Context: an optimization exercise on an open-source flow, tuned for small area. The choices shown serve that exercise and are no tape-out recipe.
Only simulation tests tie the RTL to the original design; equivalence was not proved.

==> flow/design.v <==
`timescale 1ns / 1ps
module CAN_TX(
        input wire clk,
        input wire rst,
        input wire sig,  
        output reg can_tx, output reg rst_n,
        output reg led,
        output reg [14:0] crc_reg,          
        output reg [3:0] dlc,               
        output reg [10:0] id,
        output reg [3:0] current_state,
        output reg [15:0]bit_counter ,
        output reg [63:0] data,
        output reg send_frame, sending_frame,idle      
    );
parameter IDLE = 0, SOF = 1, ID_STATE = 2, RTR = 3, IDE = 4, R0 = 5, DLC_STATE = 6, 
          DATA_STATE = 7, CRC_STATE = 8, DEL1 = 9, ACK_STATE = 10, DEL2 = 11, EOF_STATE = 12;
          parameter DEBOUNCE_MAX = 100000;  
          reg [16:0] debounce_counter;
          reg btn1_stable;
          reg btn1_last;
always @(posedge clk) begin
              if (sig != btn1_last) begin
                  debounce_counter <= DEBOUNCE_MAX;
              end else if (debounce_counter > 0) begin
                  debounce_counter <= debounce_counter - 1;
              end else begin
                  btn1_stable <= sig;
              end
              btn1_last <= sig;  
          end
wire SOF_BIT = 1'b0;
reg [3:0] next_state;
always @(posedge clk)
begin
  if (rst) begin
        rst_n <= 1'b0;
        led <= 1'b0;
        data <= 64'b0;
        id <= 11'b0;
        send_frame <= 1'b0;
        dlc <= 4'b0;
  end
  else if (sig) begin
        rst_n <= 1'b1;
        data <= 64'hAABBCCDDEEFF0001;
        id <= 11'b10000000001;
        send_frame <= 1'b1;
         led <= 1'b1;
        dlc[3:0] <=4'b1000;
    end        
    else begin
        rst_n <= 1'b0;
         led <= 1'b0;
        data <= 64'b0;  
        send_frame <= 1'b0;
     end   
end 
always @ (posedge clk) begin: STATE_MEMORY
    if (rst)
        current_state <= IDLE;
    else if (!send_frame)
        current_state <= IDLE;
    else if (send_frame)
        current_state <= next_state;
end	
always @(*) 
begin: NEXT_STATE_LOGIC
    case (current_state)
        IDLE: 
                next_state = SOF;
        SOF: 
            if (send_frame && !idle)
                next_state = ID_STATE;
            else 
                next_state = SOF;
        ID_STATE: 
            if (sending_frame && bit_counter == 11)begin 
                next_state = RTR; 
                end
            else 
                next_state = ID_STATE;
        RTR: 
            if (sending_frame) 
                next_state = IDE; 
            else 
                next_state = RTR;
        IDE: 
            if (sending_frame) 
                next_state = R0; 
            else 
                next_state = IDE;
        R0:
            if (sending_frame) 
                next_state = DLC_STATE; 
            else 
                next_state = R0;
        DLC_STATE: 
            if (sending_frame && bit_counter == 4) 
                next_state = DATA_STATE; 
            else 
                next_state = DLC_STATE;
        DATA_STATE: 
            if (sending_frame && bit_counter == (dlc * 8)) 
                next_state = CRC_STATE; 
            else 
                next_state = DATA_STATE;
        CRC_STATE: 
            if (sending_frame && bit_counter == 15) 
                next_state = DEL1; 
            else 
                next_state = CRC_STATE;
        DEL1:
            if (sending_frame) 
                next_state = ACK_STATE; 
            else 
                next_state = DEL1;        
        ACK_STATE: 
            if (sending_frame) 
                next_state = DEL2; 
            else 
                next_state = ACK_STATE;
        DEL2:
            if (sending_frame) 
                next_state = EOF_STATE; 
            else 
                next_state = DEL2;
        EOF_STATE: 
            if (sending_frame && bit_counter == 6) begin
                next_state = IDLE; 
                end
            else 
                next_state = EOF_STATE;
        default: 
            next_state = IDLE;
    endcase
end	
always @ (posedge clk) 
begin: OUTPUT_LOGIC
    if (rst) begin
        can_tx <= 1'b1;
        sending_frame <= 1'b0;
        bit_counter <= 0;
        crc_reg <= 15'b0;
        idle <= 1'b1;
    end else if (!rst_n) begin
        can_tx <= 1'b1;          
        sending_frame <= 1'b0;
        bit_counter <= 0;
        crc_reg <= 15'b0;
    end else begin
        case (current_state)
            IDLE: 
                if (send_frame && !sending_frame && idle) begin
                    sending_frame <= 1'b1;
                    idle<=1'b0;
                    can_tx <= SOF_BIT;    
                     end else begin
                        can_tx <= 1'b1;        
                end
            SOF: begin 
               can_tx <= id[10 - bit_counter];
               bit_counter <= bit_counter + 1;
            end
            ID_STATE: 
              begin
                can_tx <= id[10 - bit_counter];   
                bit_counter <= bit_counter + 1;
                if (bit_counter == 11) begin
                    can_tx <= 1'b0;
                    bit_counter <= 0;
                end        
              end
            RTR: 
              begin
                    can_tx <= 1'b0;
            end
            IDE: 
            begin
                can_tx <= 1'b0;   
            end
            R0:
              begin
                can_tx <= dlc[3 - bit_counter];
                 bit_counter <= bit_counter + 1;
            end
            DLC_STATE:
               begin
                can_tx <= dlc[3 - bit_counter];   
                bit_counter <= bit_counter + 1;
                if (bit_counter == 4) begin
                    bit_counter <= 1;
                    can_tx <= data[63];
                end  
            end
            DATA_STATE:  
              begin
                can_tx <= (bit_counter <= 63) ? data[63-bit_counter] : 1'b0;   
                bit_counter <= bit_counter + 1;
                if (bit_counter == (dlc * 8))
                    bit_counter <= 0;
            end
            CRC_STATE: 
            begin
                bit_counter <= bit_counter + 1;
                if (bit_counter == 15)
                    bit_counter <= 0;
            end
            DEL1:  
             begin
                can_tx <= 1'b1; 
            end
            ACK_STATE: 
                can_tx <= 1'b1;   
            DEL2:
            begin
                can_tx <= 1'b1;  
            end
            EOF_STATE:  
            begin
                can_tx <= 1'b1;   
                bit_counter <= bit_counter + 1;
                if (bit_counter == 6) begin
                    bit_counter <= 0;
                    sending_frame <= 0;
                    idle <=1'b1;
                end
            end
            default:
            can_tx <=1;
        endcase
  end  
end
function [14:0] nextCRC;
    input new_bit;
    input [14:0] crc_in;
    begin
        nextCRC[14] = crc_in[13] ^ new_bit;
        nextCRC[13] = crc_in[12] ^ crc_in[14] ^ new_bit;
        nextCRC[12] = crc_in[11];
        nextCRC[11] = crc_in[10] ^ crc_in[14] ^ new_bit;
        nextCRC[10] = crc_in[9];
        nextCRC[9]  = crc_in[8]  ^ crc_in[14] ^ new_bit;
        nextCRC[8]  = crc_in[7];
        nextCRC[7]  = crc_in[6];
        nextCRC[6]  = crc_in[5]  ^ crc_in[14] ^ new_bit;
        nextCRC[5]  = crc_in[4];
        nextCRC[4]  = crc_in[3]  ^ crc_in[14] ^ new_bit;
        nextCRC[3]  = crc_in[2];
        nextCRC[2]  = crc_in[1];
        nextCRC[1]  = crc_in[0]  ^ crc_in[14] ^ new_bit;
        nextCRC[0]  = new_bit;
    end
endfunction
endmodule
`timescale 1ns / 1ps
module CAN_RX (
    input wire clk,
    input wire rst,
    input wire can_rx_buf, 
    output reg SOF_detected,
    output reg receiving_frame,
    output reg can_rx,
    output reg [10:0] id_rx,     
    output reg [3:0] dlc_rx,     
    output reg [63:0] crc_rx,
    output reg [63:0] data_rx,   
    output reg [3:0] current_state,
    output reg [31:0] state_ascii,
    output reg red,
    output reg green,
    output reg blue,
    output reg debug_led,
    output reg [15:0]bit_counter, 
    output reg frame_valid  
);
    reg [14:0] crc_reg;
    reg rtr;
    reg r0;
    reg sof;
    reg [4:0] next_state;
    reg rst_n;
    parameter IDLE = 0, SOF = 1, ID_STATE = 2, RTR = 3, IDE = 4, R0 = 5, DLC_STATE = 6, 
              DATA_STATE = 7, CRC_STATE = 8, DEL1 = 9, ACK_STATE = 10, DEL2=11, EOF_STATE = 12;
    reg [3:0] data_length;
always @(*) begin
        case (current_state)
            IDLE:       state_ascii = "IDLE";  
            SOF:        state_ascii = "SOF ";  
            ID_STATE:   state_ascii = "ID  ";  
            RTR:        state_ascii = "RTR ";  
            IDE:        state_ascii = "IDE ";  
            R0:         state_ascii = "R0  ";  
            DLC_STATE:  state_ascii = "DLC ";  
            DATA_STATE: state_ascii = "DATA";  
            CRC_STATE:  state_ascii = "CRC ";  
            DEL1:       state_ascii = "DEL1";  
            ACK_STATE:  state_ascii = "ACK ";  
            DEL2:       state_ascii = "DEL2";  
            EOF_STATE:  state_ascii = "EOF ";  
            default:    state_ascii = "UNK ";  
        endcase
    end
always @(posedge clk)
begin   
    if (rst) begin
    SOF_detected <= 0;
    receiving_frame <= 0;
    end
    else begin
    if (current_state == IDLE && !can_rx && !SOF_detected)begin
    SOF_detected <=1;
    receiving_frame <= 1'b1;
    end
    else begin
    if (current_state != IDLE && SOF_detected)
    SOF_detected <=1;
    end
    if (current_state == EOF_STATE && bit_counter==6 && SOF_detected)
    SOF_detected <=0;
    end
end    
always @(posedge clk)
begin   
    if (rst) begin
        current_state <= IDLE;
    end
    else if (receiving_frame) begin       
        current_state <= next_state;
    end        
    else begin
        current_state <= IDLE;
     end
end      
    always @(*) begin
        can_rx = can_rx_buf; 
    end
    always @(*)
    begin: NEXT_STATE_LOGIC
        case (current_state)
            IDLE: 
                if (SOF_detected)
                    next_state = ID_STATE; 
                else 
                    next_state = IDLE;
            SOF: 
                if (bit_counter == 1) 
                    next_state = ID_STATE; 
                else 
                    next_state = SOF;
            ID_STATE: 
                if (frame_valid && bit_counter == 10) 
                    next_state = RTR; 
                else 
                    next_state = ID_STATE;
            RTR: 
                if (frame_valid)
                    next_state = IDE; 
                else 
                    next_state = RTR;
            IDE: 
                if (frame_valid) 
                    next_state = R0; 
                else 
                    next_state = IDE;
            R0:
                if (frame_valid) 
                    next_state = DLC_STATE; 
                else 
                    next_state = R0;
            DLC_STATE: 
                if (frame_valid && bit_counter == 3) 
                    next_state = DATA_STATE; 
                else 
                    next_state = DLC_STATE;
            DATA_STATE: 
                if (frame_valid && bit_counter == (data_length * 8)) 
                    next_state = CRC_STATE; 
                else 
                    next_state = DATA_STATE;
            CRC_STATE: 
                if (frame_valid && bit_counter == 14) 
                    next_state = DEL1; 
                else 
                    next_state = CRC_STATE;
            DEL1: 
                if (frame_valid) 
                    next_state = ACK_STATE; 
                else 
                    next_state = DEL1;        
            ACK_STATE: 
                if (frame_valid)
                    next_state = DEL2; 
                else 
                    next_state = ACK_STATE;
            DEL2: 
                if (frame_valid) 
                    next_state = EOF_STATE; 
                else 
                    next_state = DEL2;        
            EOF_STATE: 
                if (frame_valid && bit_counter == 6) 
                    next_state = IDLE; 
                else 
                    next_state = EOF_STATE;
            default: 
                next_state = IDLE;
        endcase 
    end	
always @(posedge clk)
begin
  if (rst) begin
    frame_valid <= 1'b0;
    debug_led <= 1'b0;
    id_rx <= 11'b0;
    dlc_rx <= 4'b0;
    data_rx <= 64'b0;
    crc_rx <= 64'b0;
    bit_counter <= 0;
    red <= 1'b0;
    green <= 1'b0;
    blue <= 1'b0;
    data_length = 4'b0;
  end
  else
  case (current_state)
  IDLE: begin
             if (receiving_frame && !frame_valid) begin
                 frame_valid <= 1'b1;
                 debug_led <= 1'b0;
                 id_rx[10 - bit_counter] <= can_rx;   
                 bit_counter <= bit_counter + 1;
                end else begin
                end 
                end
  SOF: begin
                            red <= 1'b1;
                            green <= 1'b0; 
                            blue <= 1'b1;  
                   id_rx[10 - bit_counter] <= can_rx;          
                   bit_counter <= bit_counter + 1;  
                end
  ID_STATE:  begin
                    id_rx[10 - bit_counter] <= can_rx;
                    bit_counter <= bit_counter + 1;
                    if (bit_counter == 10) begin
                        bit_counter <= 0;
                    end
                end
   RTR:   begin
                end
                IDE:   begin                           
                end
                R0:   begin                        
                end
  DLC_STATE: begin 
                    case (bit_counter)
                        0: dlc_rx[3] <= can_rx;   
                        1: dlc_rx[2] <= can_rx;
                        2: dlc_rx[1] <= can_rx;
                        3: dlc_rx[0] <= can_rx;   
                    endcase
                    bit_counter <= bit_counter + 1;
                    if (bit_counter == 3) begin
                        bit_counter <= 1;
                        red <= 1'b1;
                         green <= 1'b1; 
                         blue <= 1'b0;  
                    end
                end
                DATA_STATE:  begin
                    case (dlc_rx)
                                    4'b0000: data_length = 0;        
                                    4'b0001: data_length = 1;        
                                    4'b0010: data_length = 2;       
                                    4'b0011: data_length = 3;       
                                    4'b0100: data_length = 4;       
                                    4'b0101: data_length = 5;       
                                    4'b0110: data_length = 6;       
                                    4'b0111: data_length = 7;       
                                    4'b1000: data_length = 8;       
                           default: data_length = 0;     
                     endcase
                    if (((data_length*8))-bit_counter <= 63)
                    data_rx[((data_length*8))-bit_counter] <= can_rx;
                    bit_counter <= bit_counter + 1;
                    if (bit_counter == (data_length * 8) ) begin
                        bit_counter <= 0;
                        red <= 1'b1;
                            green <= 1'b0; 
                            blue <= 1'b0;  
                    end
                end
                CRC_STATE:  begin
                    crc_rx[bit_counter] <= can_rx;
                    bit_counter <= bit_counter + 1;
                    if (bit_counter == 14) begin
                        bit_counter <= 0;
                    end
                end
                DEL1:  begin
                end
                ACK_STATE:   begin
                end
                DEL2:  begin
                   red <= 1'b1;
                   green <= 1'b0; 
                   blue <= 1'b0;  
                end
                EOF_STATE:  begin
                    if (can_rx == 1'b1)    
                    bit_counter <= bit_counter + 1;
                    if (bit_counter == 4) begin
                        id_rx <= 11'b00000000000;
                        dlc_rx <= 4'b0000;
                    end      
                    if (bit_counter == 6) begin
                        bit_counter <= 0;
                        frame_valid <= 1'b0;   
                        debug_led <= 1'b1;
                        red <= 1'b0;
                        green <= 1'b1; 
                        blue <= 1'b1;
                    end
   end
   endcase                 
end   
endmodule
module can_node (
    input  wire        clk,
    input  wire        rst,
    input  wire        tx_sig,
    output wire        tx_can_tx,
    output wire        tx_rst_n,
    output wire        tx_led,
    output wire [14:0] tx_crc_reg,
    output wire [3:0]  tx_dlc,
    output wire [10:0] tx_id,
    output wire [3:0]  tx_current_state,
    output wire [15:0] tx_bit_counter,
    output wire [63:0] tx_data,
    output wire        tx_send_frame,
    output wire        tx_sending_frame,
    output wire        tx_idle,
    input  wire        rx_can_rx_buf,
    output wire        rx_SOF_detected,
    output wire        rx_receiving_frame,
    output wire        rx_can_rx,
    output wire [10:0] rx_id_rx,
    output wire [3:0]  rx_dlc_rx,
    output wire [63:0] rx_crc_rx,
    output wire [63:0] rx_data_rx,
    output wire [3:0]  rx_current_state,
    output wire [31:0] rx_state_ascii,
    output wire        rx_red,
    output wire        rx_green,
    output wire        rx_blue,
    output wire        rx_debug_led,
    output wire [15:0] rx_bit_counter,
    output wire        rx_frame_valid
);
    CAN_TX u_tx (
        .clk(clk), .rst(rst), .sig(tx_sig),
        .can_tx(tx_can_tx), .rst_n(tx_rst_n), .led(tx_led),
        .crc_reg(tx_crc_reg), .dlc(tx_dlc), .id(tx_id),
        .current_state(tx_current_state), .bit_counter(tx_bit_counter),
        .data(tx_data), .send_frame(tx_send_frame),
        .sending_frame(tx_sending_frame), .idle(tx_idle)
    );
    CAN_RX u_rx (
        .clk(clk), .rst(rst), .can_rx_buf(rx_can_rx_buf),
        .SOF_detected(rx_SOF_detected), .receiving_frame(rx_receiving_frame),
        .can_rx(rx_can_rx), .id_rx(rx_id_rx), .dlc_rx(rx_dlc_rx),
        .crc_rx(rx_crc_rx), .data_rx(rx_data_rx),
        .current_state(rx_current_state), .state_ascii(rx_state_ascii),
        .red(rx_red), .green(rx_green), .blue(rx_blue),
        .debug_led(rx_debug_led), .bit_counter(rx_bit_counter),
        .frame_valid(rx_frame_valid)
    );
endmodule
==> flow/run.sh <==
#!/bin/bash
# synth_recipe.tcl (not shown) runs the flow's synth.tcl, then flattens the netlist and writes it again
# the make line also repeats each setting of config.mk as NAME=value (left out here)
make -C /OpenROAD-flow-scripts/flow DESIGN_CONFIG=/design/flow/config.mk WORK_HOME=/design/flow/orfs CLKGATE_MAP_FILE= SYNTH_SCRIPT=/design/flow/synth_recipe.tcl finish
==> flow/config.mk <==
export PLATFORM = sky130hd
export DESIGN_NAME = can_node
export DESIGN_NICKNAME = can_node
export VERILOG_FILES = /design/flow/design.v
export SDC_FILE = /design/flow/constraint.sdc
export NUM_CORES = 4
export LEC_CHECK = 0
export CAP_MARGIN = 20
export CORE_MARGIN = 2
export CORE_UTILIZATION = 40
export SLEW_MARGIN = 20
==> flow/constraint.sdc <==
create_clock -name core_clock -period 7.0 [get_ports {clk}]
set_input_delay 1.4000 -clock core_clock [delete_from_list [all_inputs] [get_ports {clk}]]
set_output_delay 1.4000 -clock core_clock [all_outputs]
set_load 0.01 [all_outputs]
==> impl_metrics.csv <==
group,metric,value,unit
sta,slew_headroom,28.0,%
clock_network,path_clk_slew,60,ps
run_status,status,"no timing/DRC/antenna violations",
critical_path,slowest_delay,900,ps
final_layout,final_util,50.1,%
floorplanning,fp.dieArea,35700,µm²
grt,first_global_vias,12600,
critical_path,cp_cell_sequence,"inv_1 -> ha_1 -> nor2b_1 -> maj3_2 -> xnor2_1 -> nand2_1 -> or4b_1 -> nor3_1 -> o211a_1 -> ha_1 -> nor4bb_1 -> a32oi_1 -> buf_4 -> or4_1 -> o21ai_2 -> a21oi_1",
floorplanning,core,33600,µm²
floorplanning,start_util,40.7,%
detailed_routing,met2_length,20600,µm
critical_path,path_class,"reg2reg",
synth,async_flop_share,0,%
detailed_routing,wl,44600,µm
sta,max_freq,178,MHz
synth,yosysUniqueCellTypes,90,
place,dpl.hpwl,32400,µm
grt,grt_pass1_wl,70300,µm
grt,antenna_found_initial,0,
clock_network,cts-root-buf,"clkbuf_16",
critical_path,cp-start-kind,"register",
critical_path,crit-reg2reg-launch,"u_rx.bit_counter[0]$_SDFFE_PP0P_",
floorplanning,fp.dieH,189,µm
synth,syn_area,13700,µm²
floorplanning,die_width,189,µm
critical_path,critPathCaptureType,"register",
final_layout,fin_nets,1983,
detailed_routing,num_vias,13500,
synth,yosysSeqAreaShare,32.8,%
synth,synth_edf_count,0,
synth,synth-seq-cells,224,
critical_path,startpoint,"u_rx.bit_counter[0]$_SDFFE_PP0P_",
clock_network,cts-hold-fix-buffers,0,
clock_network,clock_latency,540,ps
sta,worst_pin_slew,1070,ps
synth,syn_avg_cell_area,7.62,µm²
clock_network,post_cts_buffers,0,
detailed_routing,wl_met3,3560,µm
detailed_routing,drt_iter0_drc,984,
clock_network,clock_sinks,224,
place,io_buffers,263,
detailed_routing,firstDrtPassIters,8,
synth,synth_flop_cell,"dfxtp_1",
place,gp_congestion,0.925,
floorplanning,ios,327,
clock_network,htree_levels,1,
detailed_routing,antenna_left,0,
grt,grt_max_degree,83,
sta,fin_crit,5630,ps
floorplanning,rows,67,
power_and_ir_drop,p_leak,6.13,nW
critical_path,cp_max_fo,24,
clock_network,cts_tree,"done",
final_layout,fillCellCount,3341,
detailed_routing,viasPerCell,5.58,
sta,setup_tns,0,ps
clock_network,numCtsBuffers,27,
critical_path,critPathRequiredTime,7390,ps
critical_path,critPathArrivalTime,6020,ps
clock_network,clockBufferDepth,3,
sta,setup_violations,0,
detailed_routing,drc,0,
critical_path,critPathSlowestCell,"dfxtp_1",
sta,slew_violations,0,
critical_path,r2r_cells,16,
sta,rsz0062_at_grt,"no",
grt,track_usage,24.0,%
power_and_ir_drop,peakVddDrop,0.000177,V
final_layout,area_growth,23.0,%
synth,syn-instance-count,1796,
critical_path,r2r_setup_slack,1370,ps
grt,grt.overflow.total,0,
final_layout,drive_above_1_share,5.38,%
final_layout,antennaDiodeCount,0,
critical_path,cp-endpoint,"u_rx.data_rx[9]$_SDFFE_PP0P_",
detailed_routing,top_layer_used,"met4",
critical_path,cpMostUsedCell,"ha_1",
detailed_routing,wl_per_cell,18.5,µm
job,maxCapViolations,0,
power_and_ir_drop,p_per_area,191,nW/µm²
critical_path,reg2reg_to,"u_rx.data_rx[9]$_SDFFE_PP0P_",
clock_network,postCtsResizedCells,0,
sta,skew,19.7,ps
synth,ys_warn_count,2,
sta,hold_viol,0,
worst_hold_path,hp-class,"reg2reg",
detailed_routing,route.layer.met1.wl,19100,µm
power_and_ir_drop,finalPower,3.22,mW
sta,fin_crit_sh,80.4,%
-- critical path, delay by kind of cell, from the launching register on --
| family | cells | cell delay (ps) |
|---|---|---|
| simple gates | 6 | 2240 |
| fa+ha+maj | 3 | 950 |
| flops | 1 | 900 |
| compound gates | 4 | 620 |
| buf+inv | 2 | 490 |
| xor+xnor | 1 | 290 |
-- placed cells by master (no fill, tap or decap), drive strengths merged, types with 12 or more instances in the layout --
| cell | netlist | routed |
|---|---|---|
| nor3 | 57 | 57 |
| inv | 39 | 39 |
| buf | 126 | 16 |
| a22oi | 12 | 12 |
| nor4 | 24 | 24 |
| conb | 2 | 63 |
| nand4 | 30 | 30 |
| nor2 | 164 | 164 |
| a21o | 13 | 13 |
| o41ai | 16 | 16 |
| nand2 | 241 | 241 |
| dfxtp | 224 | 224 |
| xor2 | 32 | 32 |
| o21ai | 77 | 77 |
| ha | 28 | 28 |
| nor2b | 16 | 16 |
| clkbuf | 87 | 38 |
| a211oi | 15 | 15 |
| or2 | 13 | 13 |
| nand2b | 32 | 32 |
| nand3 | 139 | 139 |
| mux2i | 38 | 38 |
| or3 | 12 | 12 |
| clkdlybuf4s50 | 0 | 261 |
| and3 | 14 | 14 |
| xnor2 | 44 | 44 |
| a21oi | 154 | 154 |
-- worst min-delay path by stage --
stage	start	endpoint	cells after the start
floorplan	u_rx.data_length[1]$_SDFFE_PP0P_	u_rx.data_length[1]$_SDFFE_PP0P_	2
global placement	u_rx.crc_rx[59]$_SDFFE_PP0P_	u_rx.crc_rx[59]$_SDFFE_PP0P_	2
detailed placement	u_rx.crc_rx[63]$_SDFFE_PP0P_	u_rx.crc_rx[63]$_SDFFE_PP0P_	2
CTS	u_rx.crc_rx[62]$_SDFFE_PP0P_	u_rx.crc_rx[62]$_SDFFE_PP0P_	2
global route	u_rx.crc_rx[41]$_SDFFE_PP0P_	u_rx.crc_rx[41]$_SDFFE_PP0P_	2
finish	u_rx.crc_rx[33]$_SDFFE_PP0P_	u_rx.crc_rx[33]$_SDFFE_PP0P_	2
-- report_power, final --
group	switching (mW)	internal, mW
registers	0.0159	1.28
logic	0.409	0.153
clock network	0.555	0.803
total	0.980	2.24
-- cell usage after synthesis, drive strengths merged, types with 9 or more instances --
library cell | count | share of area [%]
xor2 | 32 | 2.1
nor3 | 57 | 2.4
a31oi | 11 | 0.50
and3 | 14 | 0.64
o41ai | 16 | 1.1
xnor2 | 44 | 2.9
nand2b | 32 | 1.5
or4 | 9 | 0.58
nand3 | 139 | 5.1
and2 | 11 | 0.50
nand4 | 30 | 1.4
mux2i | 38 | 2.8
a211oi | 15 | 0.82
ha | 28 | 2.6
dfxtp | 224 | 33
a21oi | 154 | 5.7
o21ai | 77 | 3.0
a21o | 13 | 0.71
nor2b | 16 | 0.75
a22oi | 12 | 0.66
inv | 39 | 1.1
buf | 126 | 6.7
nor4 | 24 | 1.4
or2 | 13 | 0.59
clkbuf | 87 | 2.4
nor2 | 164 | 4.5
nand2 | 241 | 6.6
or3 | 12 | 0.55
-- per-stage QoR --
stage	setup WS (ps)	area [µm²]	instances	hold slack [ps]
after global placement	1640	16000	2369	441
after detailed placement	1460	16000	2369	449
after CTS	1440	16800	2416	458
after floorplan	1940	13900	1857	448
final	1370	16800	2417	454
after global routing	992	16800	2417	473
-- cell families (layout without fill, tap and decap cells) --
kind of cell	Yosys count	after routing	share of synthesized area (%)
muxes	41	41	3.05
adders and majority gates	29	29	2.64
AOI/OAI and AO/OA	381	381	17.8
and+or+nand+nor	788	788	28.2
buffers and inverters	253	365	10.2
xor gates and xnor gates	78	78	5.30
other	2	63	0.0549
DFF	224	224	32.8
-- flip-flops by register name, indices dropped and copies added, names as in the netlist, 4 cells and up --
signal and flops:
u_tx.current_state 4, u_rx.id_rx 11, u_rx.dlc_rx 4, rx_state_ascii 25
u_tx.bit_counter 16, u_rx.crc_rx 64, u_rx.bit_counter 16, u_rx.data_length 4
u_rx.current_state 4, u_rx.data_rx 64
-- cell type report --
class	count	area [µm²]	share of cell area [%]
repair buffers	278	2740	16.3
clock inverters	10	81.3	0.483
multi-input cells	1380	8040	47.8
well taps	448	561	3.33
clock buffers	37	773	4.59
inverters	40	150	0.892
flip-flops and latches	224	4480	26.6
-- layer usage --
metal	track usage, %	vias up
met5	0	-
met4	7.60	0
met3	5.56	86
met2	39.5	569
met1	31.1	6352
li1	-	6476

==> re-timing with driven ports <==
The results above use ideal ports. As a check the final layout listed here was re-extracted and re-timed, cells and wires unchanged. Step 1, drivers: a clkbuf_16 drives clk and a buf_2 each remaining input, both assumed. Step 2 adds t to the input delays and takes it off the output delays; t is the mean of the earliest and latest rising clock arrival at the registers after step 1. Input paths then give back, and output paths get back, about the clock's delay inside the block. a / b / c = ideal / step 1 / step 2; a / b = the first two.
shift t [ns]: 0.589
setup WS [ns]: 1.371 / 1.371 / 1.371
worst data-port slew with drivers (ns): 0.03
After both steps setup and hold are still met in this run. The setup slack of this run moves by 0.000 ns with the drivers and by 0.000 ns with both steps.
